Context: an optimization exercise on an open-source flow, tuned for small area, a short achievable clock period and few clock cycles. The choices shown serve that exercise and are no tape-out recipe. Function was checked by simulation only, so behaviour that the tests miss may differ from the original. Power and IR drop assume default switching activity.

==> trial 26 <==
// riscv_top
module riscv_top #(
    parameter IM_DEPTH = 64,
    parameter RF_DEPTH = 32,
    parameter SM_DEPTH = 32
) (
    input  logic clk_100MHz,
    input  logic reset,
    input  logic Memory_Initialization,
    input  logic [($clog2(IM_DEPTH<<2))-1:0] writeAddr_IM,
    input  logic [31:0] writeData_IM,
    input  logic writeEn_IM,
    input  logic [($clog2(SM_DEPTH<<2))-1:0] writeAddr_SM_TB,
    input  logic [31:0] writeData_SM_TB,
    input  logic writeEn_SM_TB,
    output logic        rf_we,
    output logic [4:0]  rf_waddr,
    output logic [31:0] rf_wdata,
    output logic        sm_we,
    output logic [4:0]  sm_waddr,
    output logic [31:0] sm_wdata
);
Settings: LEC_CHECK=0, CAP_MARGIN=20, CORE_MARGIN=2, CORE_UTILIZATION=45, SLEW_MARGIN=20; clock period 10.0 ns.
run.sh (not shown) runs the stock make flow with config.mk's settings and CLKGATE_MAP_FILE= SYNTH_SCRIPT=/design/flow/synth_recipe.tcl, a recipe that flattens the netlist after the stock synthesis.
==> trial 71 (differences from trial 26) <==
--- a/flow/design.v
+++ b/flow/design.v
@@ -46,38 +46,46 @@
         end else if (in_op != I_TYPE) begin
             in_m[29:27] = writeData_IM[14:12];
             in_m[14:12] = 3'd2;
             if (in_op != R_TYPE) in_m[11:7] = 5'd0;
         end
     end
-    always_ff @(posedge clk_100MHz) begin
-        rst_q   <= reset;
-        mi_q    <= Memory_Initialization;
-        im_we_q <= writeEn_IM;
-        im_wa_q <= writeAddr_IM[7:2];
-        im_wd_q <= {in_m[31:7], in_op == I_TYPE};
-        sm_we_q <= writeEn_SM_TB;
-        sm_wa_q <= writeAddr_SM_TB[6:2];
-        sm_wd_q <= writeData_SM_TB;
-    end
+    assign rst_q   = reset;
+    assign mi_q    = Memory_Initialization;
+    assign im_we_q = writeEn_IM;
+    assign im_wa_q = writeAddr_IM[7:2];
+    assign im_wd_q = {in_m[31:7], in_op == I_TYPE};
+    assign sm_we_q = writeEn_SM_TB;
+    assign sm_wa_q = writeAddr_SM_TB[6:2];
+    assign sm_wd_q = writeData_SM_TB;
     logic run;
     assign run = ~rst_q & ~mi_q;
     logic [25:0] imem [0:63];
     logic [25:0] im_rd;
-    logic [5:0]  pc;
+    logic [7:0]  pc_lo, pc_hi;
     always_comb begin
         im_rd = '0;
-        for (int k = 0; k < 64; k++) im_rd = im_rd | (imem[k] & {26{pc == k}});
-    end
+        for (int k = 0; k < 64; k++) im_rd = im_rd | (imem[k] & {26{pc_hi[k/8] & pc_lo[k%8]}});
+    end
+    function automatic logic [3:0] dec2(input logic [1:0] v);
+        dec2 = 4'd1 << v;
+    endfunction
+    function automatic logic [7:0] dec3(input logic [2:0] v);
+        dec3 = 8'd1 << v;
+    endfunction
     always_ff @(posedge clk_100MHz) begin
         if (im_we_q) imem[im_wa_q] <= im_wd_q;
     end
     logic [25:0] ir;
+    logic [3:0]  rs1_lo, rs2_lo;    
+    logic [7:0]  rs1_hi, rs2_hi;
     logic        vD;
     logic [31:0] a_x, b_x;
     logic [4:0]  rd_x, addr_x;
+    logic [3:0]  ad_lo;             
+    logic [7:0]  ad_hi;
     logic        we_x, st_x, ld_x;
     logic        k_add, k_inv, k_sll, k_sr, k_sra, k_slt, k_sltu, k_xor, k_or, k_and;
     logic [31:0] r_w;
     logic [4:0]  rd_w;           
     logic        we_w, st_w;
     logic [31:0] res;            
@@ -131,45 +139,62 @@
     assign stall = vD & (is_l | is_s) & we_x & (rd_x == rs1);
     logic [31:0] rf1, rf2, a_d, b_d;
     always_comb begin
         rf1 = '0;
         rf2 = '0;
         for (int k = 1; k < 32; k++) begin
-            rf1 = rf1 | (rf[k] & {32{rs1 == k && rvalid[k]}});
-            rf2 = rf2 | (rf[k] & {32{rs2 == k && rvalid[k]}});
-        end
-    end
-    assign a_d = (we_w && rd_w == rs1) ? r_w : rf1;
-    assign b_d = (we_w && rd_w == rs2) ? r_w : rf2;
+            rf1 = rf1 | (rf[k] & {32{rs1_hi[k/4] & rs1_lo[k%4]}});
+            rf2 = rf2 | (rf[k] & {32{rs2_hi[k/4] & rs2_lo[k%4]}});
+        end
+    end
+    assign a_d = (we_w && rd_w == rs1) ? r_w : (rvalid[rs1] ? rf1 : 32'd0);
+    assign b_d = (we_w && rd_w == rs2) ? r_w : (rvalid[rs2] ? rf2 : 32'd0);
     logic [3:0]  sel;
     logic [6:0]  addr_sum;
     logic        go, inv_d, fwda_d, fwdb_d;
     assign sel      = is_r ? {b30, f3} : ((f3 == 3'd1 || f3 == 3'd5) ? {b30, f3} : {1'b0, f3});
-    assign addr_sum = a_d[6:0] + (is_s ? imm_s[6:0] : imm_i[6:0]);
+    logic [6:0]  imm7, sum_rf, sum_bp;
+    logic        byp1, val1;
+    assign imm7     = is_s ? imm_s[6:0] : imm_i[6:0];
+    assign sum_rf   = rf1[6:0] + imm7;
+    assign sum_bp   = r_w[6:0] + imm7;
+    assign byp1     = we_w && rd_w == rs1;
+    assign val1     = rvalid[rs1];
+    assign addr_sum = byp1 ? sum_bp : (val1 ? sum_rf : imm7);
     assign go       = run & vD & ~stall;
     assign inv_d    = is_alu && (sel == 4'd8 || sel == 4'd2 || sel == 4'd3);
     assign fwda_d   = we_x && (rd_x == rs1);
     assign fwdb_d   = we_x && (rd_x == rs2);
     always_ff @(posedge clk_100MHz) begin
         if (!run) begin
-            pc <= '0;
-            vD <= 1'b0;
+            pc_lo <= 8'd1;
+            pc_hi <= 8'd1;
+            vD    <= 1'b0;
         end else if (!stall) begin
-            pc <= pc + 6'd1;
-            vD <= 1'b1;
-        end
-        if (!stall) ir <= im_rd;
+            pc_lo <= {pc_lo[6:0], pc_lo[7]};
+            if (pc_lo[7]) pc_hi <= {pc_hi[6:0], pc_hi[7]};
+            vD    <= 1'b1;
+        end
+        if (!stall) begin
+            ir     <= im_rd;
+            rs1_lo <= dec2(im_rd[10:9]);
+            rs1_hi <= dec3(im_rd[13:11]);
+            rs2_lo <= dec2(im_rd[15:14]);
+            rs2_hi <= dec3(im_rd[18:16]);
+        end
     end
     always_ff @(posedge clk_100MHz) begin
         a_x    <= fwda_d ? res : a_d;
         if (is_i | is_l)
             b_x <= {{20{imm_i[11]}}, imm_i} ^ {32{inv_d}};
         else
             b_x <= (fwdb_d ? res : b_d) ^ {32{inv_d}};
         rd_x   <= rd;
         addr_x <= addr_sum[6:2];
+        ad_lo  <= byp1 ? dec2(sum_bp[3:2]) : (val1 ? dec2(sum_rf[3:2]) : dec2(imm7[3:2]));
+        ad_hi  <= byp1 ? dec3(sum_bp[6:4]) : (val1 ? dec3(sum_rf[6:4]) : dec3(imm7[6:4]));
         if (!go) begin
             we_x <= 1'b0; st_x <= 1'b0; ld_x <= 1'b0;
             k_add <= 1'b0; k_inv <= 1'b0; k_sll <= 1'b0; k_sr <= 1'b0; k_sra <= 1'b0;
             k_slt <= 1'b0; k_sltu <= 1'b0; k_xor <= 1'b0; k_or <= 1'b0; k_and <= 1'b0;
         end else begin
             we_x   <= (is_alu | is_l) && (rd != 5'd0);
@@ -198,37 +223,43 @@
     logic signed [32:0] sr_in, sr_out;
     assign sr_in  = {k_sra & a_x[31], a_x};
     assign sr_out = sr_in >>> sh;
     assign sr_r   = sr_out[31:0];
     always_comb begin
         dm_rd = '0;
-        for (int k = 0; k < 32; k++) dm_rd = dm_rd | (dmem[k] & {32{addr_x == k && dvalid[k]}});
-    end
-    assign ld_data = (st_w && rd_w == addr_x) ? r_w : dm_rd;
+        for (int k = 0; k < 32; k++) dm_rd = dm_rd | (dmem[k] & {32{ad_hi[k/4] & ad_lo[k%4]}});
+    end
+    assign ld_data = (st_w && rd_w == addr_x) ? r_w : (dvalid[addr_x] ? dm_rd : 32'd0);
     assign res = ({32{k_add}}  & sum)
                | ({32{k_sll}}  & sll_r)
                | ({32{k_sr}}   & sr_r)
                | ({32{k_slt}}  & {31'd0, lt_s})
                | ({32{k_sltu}} & {31'd0, lt_u})
                | ({32{k_xor}}  & (a_x ^ b_x))
                | ({32{k_or}}   & (a_x | b_x))
                | ({32{k_and}}  & (a_x & b_x))
                | ({32{ld_x}}   & ld_data)
                | ({32{st_x}}   & b_x);
     always_ff @(posedge clk_100MHz) begin
-        r_w  <= res;
-        rd_w <= st_x ? addr_x : rd_x;
-        if (!run) begin
-            we_w <= 1'b0;
-            st_w <= 1'b0;
-        end else begin
-            we_w <= we_x;
-            st_w <= st_x;
-        end
-    end
-    assign rf_we    = we_w;
-    assign rf_waddr = rd_w;
-    assign rf_wdata = r_w;
-    assign sm_we    = st_w;
-    assign sm_waddr = rd_w;
-    assign sm_wdata = r_w;
+        if (we_x | st_x) begin
+            r_w  <= res;
+            rd_w <= st_x ? addr_x : rd_x;
+        end
+        we_w <= we_x;            
+        st_w <= st_x;
+    end
+    logic        o_rfwe, o_smwe;
+    logic [4:0]  o_addr;
+    logic [31:0] o_data;
+    always_ff @(posedge clk_100MHz) begin
+        o_rfwe <= run & we_x;
+        o_smwe <= run & st_x;
+        o_addr <= st_x ? addr_x : rd_x;
+        o_data <= res;
+    end
+    assign rf_we    = o_rfwe;
+    assign rf_waddr = o_addr;
+    assign rf_wdata = o_data;
+    assign sm_we    = o_smwe;
+    assign sm_waddr = o_addr;
+    assign sm_wdata = o_data;
 endmodule
==> flow/flow/run.sh (new file) <==
#!/bin/bash
set -euo pipefail
MARGIN=6.7
bash standard.sh synth > synth.log 2>&1
bash standard.sh "BUFFER_PORTS_ARGS=-buffer_cell sky130_fd_sc_hd__buf_4" "SETUP_SLACK_MARGIN=$MARGIN" finish > layout.log 2>&1
==> flow/standard.sh (new file) <==
#!/bin/bash
# synth_recipe.tcl (not shown) runs the flow's synth.tcl, then flattens the netlist and writes it again
# the make line also repeats each setting of config.mk as NAME=value (left out here)
make -C /OpenROAD-flow-scripts/flow DESIGN_CONFIG=/design/flow/config.mk WORK_HOME=/design/flow/orfs CLKGATE_MAP_FILE= SYNTH_SCRIPT=/design/flow/synth_recipe.tcl "${@:-finish}"
--- a/flow/config.mk
+++ b/flow/config.mk
@@ -5,7 +5,9 @@
 export SDC_FILE = /design/flow/constraint.sdc
 export NUM_CORES = 4
 export LEC_CHECK = 0
 export CAP_MARGIN = 20
 export CORE_MARGIN = 2
 export CORE_UTILIZATION = 45
+export CTS_CLUSTER_DIAMETER = 80
+export CTS_CLUSTER_SIZE = 25
 export SLEW_MARGIN = 20
removed: flow/run.sh
==> trial 33 (differences from trial 26) <==
==> flow/flow/run.sh (new file) <==
#!/bin/bash
set -euo pipefail
MARGIN=6
bash standard.sh synth > synth.log 2>&1
bash standard.sh "BUFFER_PORTS_ARGS=-buffer_cell sky130_fd_sc_hd__buf_4" "SETUP_SLACK_MARGIN=$MARGIN" finish > layout.log 2>&1
==> flow/standard.sh (new file) <==
#!/bin/bash
# synth_recipe.tcl (not shown) runs the flow's synth.tcl, then flattens the netlist and writes it again
# the make line also repeats each setting of config.mk as NAME=value (left out here)
make -C /OpenROAD-flow-scripts/flow DESIGN_CONFIG=/design/flow/config.mk WORK_HOME=/design/flow/orfs CLKGATE_MAP_FILE= SYNTH_SCRIPT=/design/flow/synth_recipe.tcl "${@:-finish}"
removed: flow/run.sh
==> trial 52 (differences from trial 26) <==
--- a/flow/design.v
+++ b/flow/design.v
@@ -46,38 +46,46 @@
         end else if (in_op != I_TYPE) begin
             in_m[29:27] = writeData_IM[14:12];
             in_m[14:12] = 3'd2;
             if (in_op != R_TYPE) in_m[11:7] = 5'd0;
         end
     end
-    always_ff @(posedge clk_100MHz) begin
-        rst_q   <= reset;
-        mi_q    <= Memory_Initialization;
-        im_we_q <= writeEn_IM;
-        im_wa_q <= writeAddr_IM[7:2];
-        im_wd_q <= {in_m[31:7], in_op == I_TYPE};
-        sm_we_q <= writeEn_SM_TB;
-        sm_wa_q <= writeAddr_SM_TB[6:2];
-        sm_wd_q <= writeData_SM_TB;
-    end
+    assign rst_q   = reset;
+    assign mi_q    = Memory_Initialization;
+    assign im_we_q = writeEn_IM;
+    assign im_wa_q = writeAddr_IM[7:2];
+    assign im_wd_q = {in_m[31:7], in_op == I_TYPE};
+    assign sm_we_q = writeEn_SM_TB;
+    assign sm_wa_q = writeAddr_SM_TB[6:2];
+    assign sm_wd_q = writeData_SM_TB;
     logic run;
     assign run = ~rst_q & ~mi_q;
     logic [25:0] imem [0:63];
     logic [25:0] im_rd;
-    logic [5:0]  pc;
+    logic [7:0]  pc_lo, pc_hi;
     always_comb begin
         im_rd = '0;
-        for (int k = 0; k < 64; k++) im_rd = im_rd | (imem[k] & {26{pc == k}});
-    end
+        for (int k = 0; k < 64; k++) im_rd = im_rd | (imem[k] & {26{pc_hi[k/8] & pc_lo[k%8]}});
+    end
+    function automatic logic [3:0] dec2(input logic [1:0] v);
+        dec2 = 4'd1 << v;
+    endfunction
+    function automatic logic [7:0] dec3(input logic [2:0] v);
+        dec3 = 8'd1 << v;
+    endfunction
     always_ff @(posedge clk_100MHz) begin
         if (im_we_q) imem[im_wa_q] <= im_wd_q;
     end
     logic [25:0] ir;
+    logic [3:0]  rs1_lo, rs2_lo;    
+    logic [7:0]  rs1_hi, rs2_hi;
     logic        vD;
     logic [31:0] a_x, b_x;
     logic [4:0]  rd_x, addr_x;
+    logic [3:0]  ad_lo;             
+    logic [7:0]  ad_hi;
     logic        we_x, st_x, ld_x;
     logic        k_add, k_inv, k_sll, k_sr, k_sra, k_slt, k_sltu, k_xor, k_or, k_and;
     logic [31:0] r_w;
     logic [4:0]  rd_w;           
     logic        we_w, st_w;
     logic [31:0] res;            
@@ -131,45 +139,55 @@
     assign stall = vD & (is_l | is_s) & we_x & (rd_x == rs1);
     logic [31:0] rf1, rf2, a_d, b_d;
     always_comb begin
         rf1 = '0;
         rf2 = '0;
         for (int k = 1; k < 32; k++) begin
-            rf1 = rf1 | (rf[k] & {32{rs1 == k && rvalid[k]}});
-            rf2 = rf2 | (rf[k] & {32{rs2 == k && rvalid[k]}});
-        end
-    end
-    assign a_d = (we_w && rd_w == rs1) ? r_w : rf1;
-    assign b_d = (we_w && rd_w == rs2) ? r_w : rf2;
+            rf1 = rf1 | (rf[k] & {32{rs1_hi[k/4] & rs1_lo[k%4]}});
+            rf2 = rf2 | (rf[k] & {32{rs2_hi[k/4] & rs2_lo[k%4]}});
+        end
+    end
+    assign a_d = (we_w && rd_w == rs1) ? r_w : (rvalid[rs1] ? rf1 : 32'd0);
+    assign b_d = (we_w && rd_w == rs2) ? r_w : (rvalid[rs2] ? rf2 : 32'd0);
     logic [3:0]  sel;
     logic [6:0]  addr_sum;
     logic        go, inv_d, fwda_d, fwdb_d;
     assign sel      = is_r ? {b30, f3} : ((f3 == 3'd1 || f3 == 3'd5) ? {b30, f3} : {1'b0, f3});
     assign addr_sum = a_d[6:0] + (is_s ? imm_s[6:0] : imm_i[6:0]);
     assign go       = run & vD & ~stall;
     assign inv_d    = is_alu && (sel == 4'd8 || sel == 4'd2 || sel == 4'd3);
     assign fwda_d   = we_x && (rd_x == rs1);
     assign fwdb_d   = we_x && (rd_x == rs2);
     always_ff @(posedge clk_100MHz) begin
         if (!run) begin
-            pc <= '0;
-            vD <= 1'b0;
+            pc_lo <= 8'd1;
+            pc_hi <= 8'd1;
+            vD    <= 1'b0;
         end else if (!stall) begin
-            pc <= pc + 6'd1;
-            vD <= 1'b1;
-        end
-        if (!stall) ir <= im_rd;
+            pc_lo <= {pc_lo[6:0], pc_lo[7]};
+            if (pc_lo[7]) pc_hi <= {pc_hi[6:0], pc_hi[7]};
+            vD    <= 1'b1;
+        end
+        if (!stall) begin
+            ir     <= im_rd;
+            rs1_lo <= dec2(im_rd[10:9]);
+            rs1_hi <= dec3(im_rd[13:11]);
+            rs2_lo <= dec2(im_rd[15:14]);
+            rs2_hi <= dec3(im_rd[18:16]);
+        end
     end
     always_ff @(posedge clk_100MHz) begin
         a_x    <= fwda_d ? res : a_d;
         if (is_i | is_l)
             b_x <= {{20{imm_i[11]}}, imm_i} ^ {32{inv_d}};
         else
             b_x <= (fwdb_d ? res : b_d) ^ {32{inv_d}};
         rd_x   <= rd;
         addr_x <= addr_sum[6:2];
+        ad_lo  <= dec2(addr_sum[3:2]);
+        ad_hi  <= dec3(addr_sum[6:4]);
         if (!go) begin
             we_x <= 1'b0; st_x <= 1'b0; ld_x <= 1'b0;
             k_add <= 1'b0; k_inv <= 1'b0; k_sll <= 1'b0; k_sr <= 1'b0; k_sra <= 1'b0;
             k_slt <= 1'b0; k_sltu <= 1'b0; k_xor <= 1'b0; k_or <= 1'b0; k_and <= 1'b0;
         end else begin
             we_x   <= (is_alu | is_l) && (rd != 5'd0);
@@ -198,37 +216,43 @@
     logic signed [32:0] sr_in, sr_out;
     assign sr_in  = {k_sra & a_x[31], a_x};
     assign sr_out = sr_in >>> sh;
     assign sr_r   = sr_out[31:0];
     always_comb begin
         dm_rd = '0;
-        for (int k = 0; k < 32; k++) dm_rd = dm_rd | (dmem[k] & {32{addr_x == k && dvalid[k]}});
-    end
-    assign ld_data = (st_w && rd_w == addr_x) ? r_w : dm_rd;
+        for (int k = 0; k < 32; k++) dm_rd = dm_rd | (dmem[k] & {32{ad_hi[k/4] & ad_lo[k%4]}});
+    end
+    assign ld_data = (st_w && rd_w == addr_x) ? r_w : (dvalid[addr_x] ? dm_rd : 32'd0);
     assign res = ({32{k_add}}  & sum)
                | ({32{k_sll}}  & sll_r)
                | ({32{k_sr}}   & sr_r)
                | ({32{k_slt}}  & {31'd0, lt_s})
                | ({32{k_sltu}} & {31'd0, lt_u})
                | ({32{k_xor}}  & (a_x ^ b_x))
                | ({32{k_or}}   & (a_x | b_x))
                | ({32{k_and}}  & (a_x & b_x))
                | ({32{ld_x}}   & ld_data)
                | ({32{st_x}}   & b_x);
     always_ff @(posedge clk_100MHz) begin
-        r_w  <= res;
-        rd_w <= st_x ? addr_x : rd_x;
-        if (!run) begin
-            we_w <= 1'b0;
-            st_w <= 1'b0;
-        end else begin
-            we_w <= we_x;
-            st_w <= st_x;
-        end
-    end
-    assign rf_we    = we_w;
-    assign rf_waddr = rd_w;
-    assign rf_wdata = r_w;
-    assign sm_we    = st_w;
-    assign sm_waddr = rd_w;
-    assign sm_wdata = r_w;
+        if (we_x | st_x) begin
+            r_w  <= res;
+            rd_w <= st_x ? addr_x : rd_x;
+        end
+        we_w <= we_x;            
+        st_w <= st_x;
+    end
+    logic        o_rfwe, o_smwe;
+    logic [4:0]  o_addr;
+    logic [31:0] o_data;
+    always_ff @(posedge clk_100MHz) begin
+        o_rfwe <= run & we_x;
+        o_smwe <= run & st_x;
+        o_addr <= st_x ? addr_x : rd_x;
+        o_data <= res;
+    end
+    assign rf_we    = o_rfwe;
+    assign rf_waddr = o_addr;
+    assign rf_wdata = o_data;
+    assign sm_we    = o_smwe;
+    assign sm_waddr = o_addr;
+    assign sm_wdata = o_data;
 endmodule
==> flow/flow/run.sh (new file) <==
#!/bin/bash
set -euo pipefail
MARGIN=6.5
bash standard.sh synth > synth.log 2>&1
bash standard.sh "BUFFER_PORTS_ARGS=-buffer_cell sky130_fd_sc_hd__buf_4" "SETUP_SLACK_MARGIN=$MARGIN" finish > layout.log 2>&1
==> flow/standard.sh (new file) <==
#!/bin/bash
# synth_recipe.tcl (not shown) runs the flow's synth.tcl, then flattens the netlist and writes it again
# the make line also repeats each setting of config.mk as NAME=value (left out here)
make -C /OpenROAD-flow-scripts/flow DESIGN_CONFIG=/design/flow/config.mk WORK_HOME=/design/flow/orfs CLKGATE_MAP_FILE= SYNTH_SCRIPT=/design/flow/synth_recipe.tcl "${@:-finish}"
--- a/flow/config.mk
+++ b/flow/config.mk
@@ -5,7 +5,9 @@
 export SDC_FILE = /design/flow/constraint.sdc
 export NUM_CORES = 4
 export LEC_CHECK = 0
 export CAP_MARGIN = 20
 export CORE_MARGIN = 2
 export CORE_UTILIZATION = 45
+export CTS_CLUSTER_DIAMETER = 80
+export CTS_CLUSTER_SIZE = 25
 export SLEW_MARGIN = 20
removed: flow/run.sh
==> qor summary <==
|  | trial 71 | trial 33 | trial 26 | trial 52 |
|---|---|---|---|---|
| Run status | complete, no violations | complete, no violations | complete, no violations | complete, but fails checks |
| Violated checks | - | - | - | antenna violations |
| Final Total Pwr | 29.40 mW | 34.76 mW | 34.59 mW | 30.02 mW |
| Critical path required time | 10,850 ps | 10,870 ps | 10,870 ps | 10,890 ps |
| Post-synthesis share of cell area spent on and, or, nand and nor gates | 5.134% | 8.000% | 8.000% | 4.936% |
| Number of cells produced by synthesis | 9,768 | 10,250 | 10,250 | 9,804 |
| Non-clock buffer contribution to total cell area | 4.415% | 3.110% | 2.740% | 3.664% |
| Met1 routed wirelength after detailed routing | 234,100 um | 244,300 um | 241,200 um | 231,500 um |
| Overall die width | 597.1 um | 596.6 um | 596.6 um | 597.0 um |
| Worst R2R Setup Slack | 5910 ps | 5740 ps | 4210 ps | 6110 ps |
| Post-route setup slack | 5911 ps | 5741 ps | 4214 ps | 6109 ps |
| Cell Pwr Density | 165.0 mW/mm2 | 190.8 mW/mm2 | 191.8 mW/mm2 | 170.2 mW/mm2 |
| Overall via count from detail_route | 112,800 | 117,600 | 117,400 | 112,300 |
| Post-route ant nets | 0 | 0 | 0 | 1 |
| Routability congestion estimate | 0.9441 | 0.9537 | 0.9472 | 0.9214 |
| Unrepaired setup endpoints after global routing | yes | yes | no | yes |
| Share of Yosys cell area claimed by the top area cell type | 71.46% | 70.42% | 70.42% | 71.49% |
| Area of the die | 0.3565 mm2 | 0.3559 mm2 | 0.3559 mm2 | 0.3564 mm2 |
| Clk tree area frac | 3.236% | 7.097% | 7.101% | 3.340% |
| Clock tree skew after final layout | 89.39 ps | 99.01 ps | 115.9 ps | 98.03 ps |
| Initial core utilization | 45.26% | 45.22% | 45.22% | 45.25% |
| Level count of the clock H-tree | 4 | 5 | 5 | 4 |
| Syn_area_per_cell | 16.20 um2 | 15.42 um2 | 15.42 um2 | 16.14 um2 |
| Fraction of the mapped netlist area in compound gates | 15.02% | 13.17% | 13.17% | 15.20% |
| Tmin final | 4089 ps | 4259 ps | 5786 ps | 3891 ps |
| Count of distinct cell types in the synthesized netlist | 85 | 90 | 90 | 88 |
Testbench counts of trial 26, summed over its fixed seeds: cycles 9,444.
Testbench counts of trial 71, summed over its fixed seeds: cycles 9,420.
Testbench counts of trial 33, summed over its fixed seeds: cycles 9,444.
Testbench counts of trial 52, summed over its fixed seeds: cycles 9,420.

## separate check: timing with driven ports
The flow's constraints put no driver on any port. The routed layouts listed below were extracted and timed again, unchanged, in two steps. Step 1, drivers: a clkbuf_16 drives clk_100MHz and a buf_2 each remaining input, both assumed. Step 2 times the ports against the registers' clock, not the clock port: input delays grow and output delays shrink by t, the midpoint of the rising clock arrivals with the driver on. Slacks: no drivers / after step 1 / after step 2; pairs: no drivers / after step 1.
| run | t (ns) | slack for setup (ns) | worst register clock-pin slew, ns | worst slew at a driven data input, ns | cell pins on the clock port's net |
|---|---|---|---|---|---|
| trial 26 | 1.083 | 4.214 / 4.214 / 4.214 | 0.07 / 0.07 | 0.09 | 1 |
| trial 71 | 1.099 | 5.911 / 5.911 / 5.677 | 0.11 / 0.11 | 0.22 | 1 |
| trial 33 | 1.107 | 5.741 / 5.741 / 5.741 | 0.07 / 0.07 | 0.15 | 1 |
| trial 52 | 1.085 | 6.109 / 6.109 / 5.510 | 0.11 / 0.11 | 0.21 | 1 |
For trial 52, which loses most, drivers alone change the setup slack by 0.000 ns; drivers and shift together by -0.599 ns.
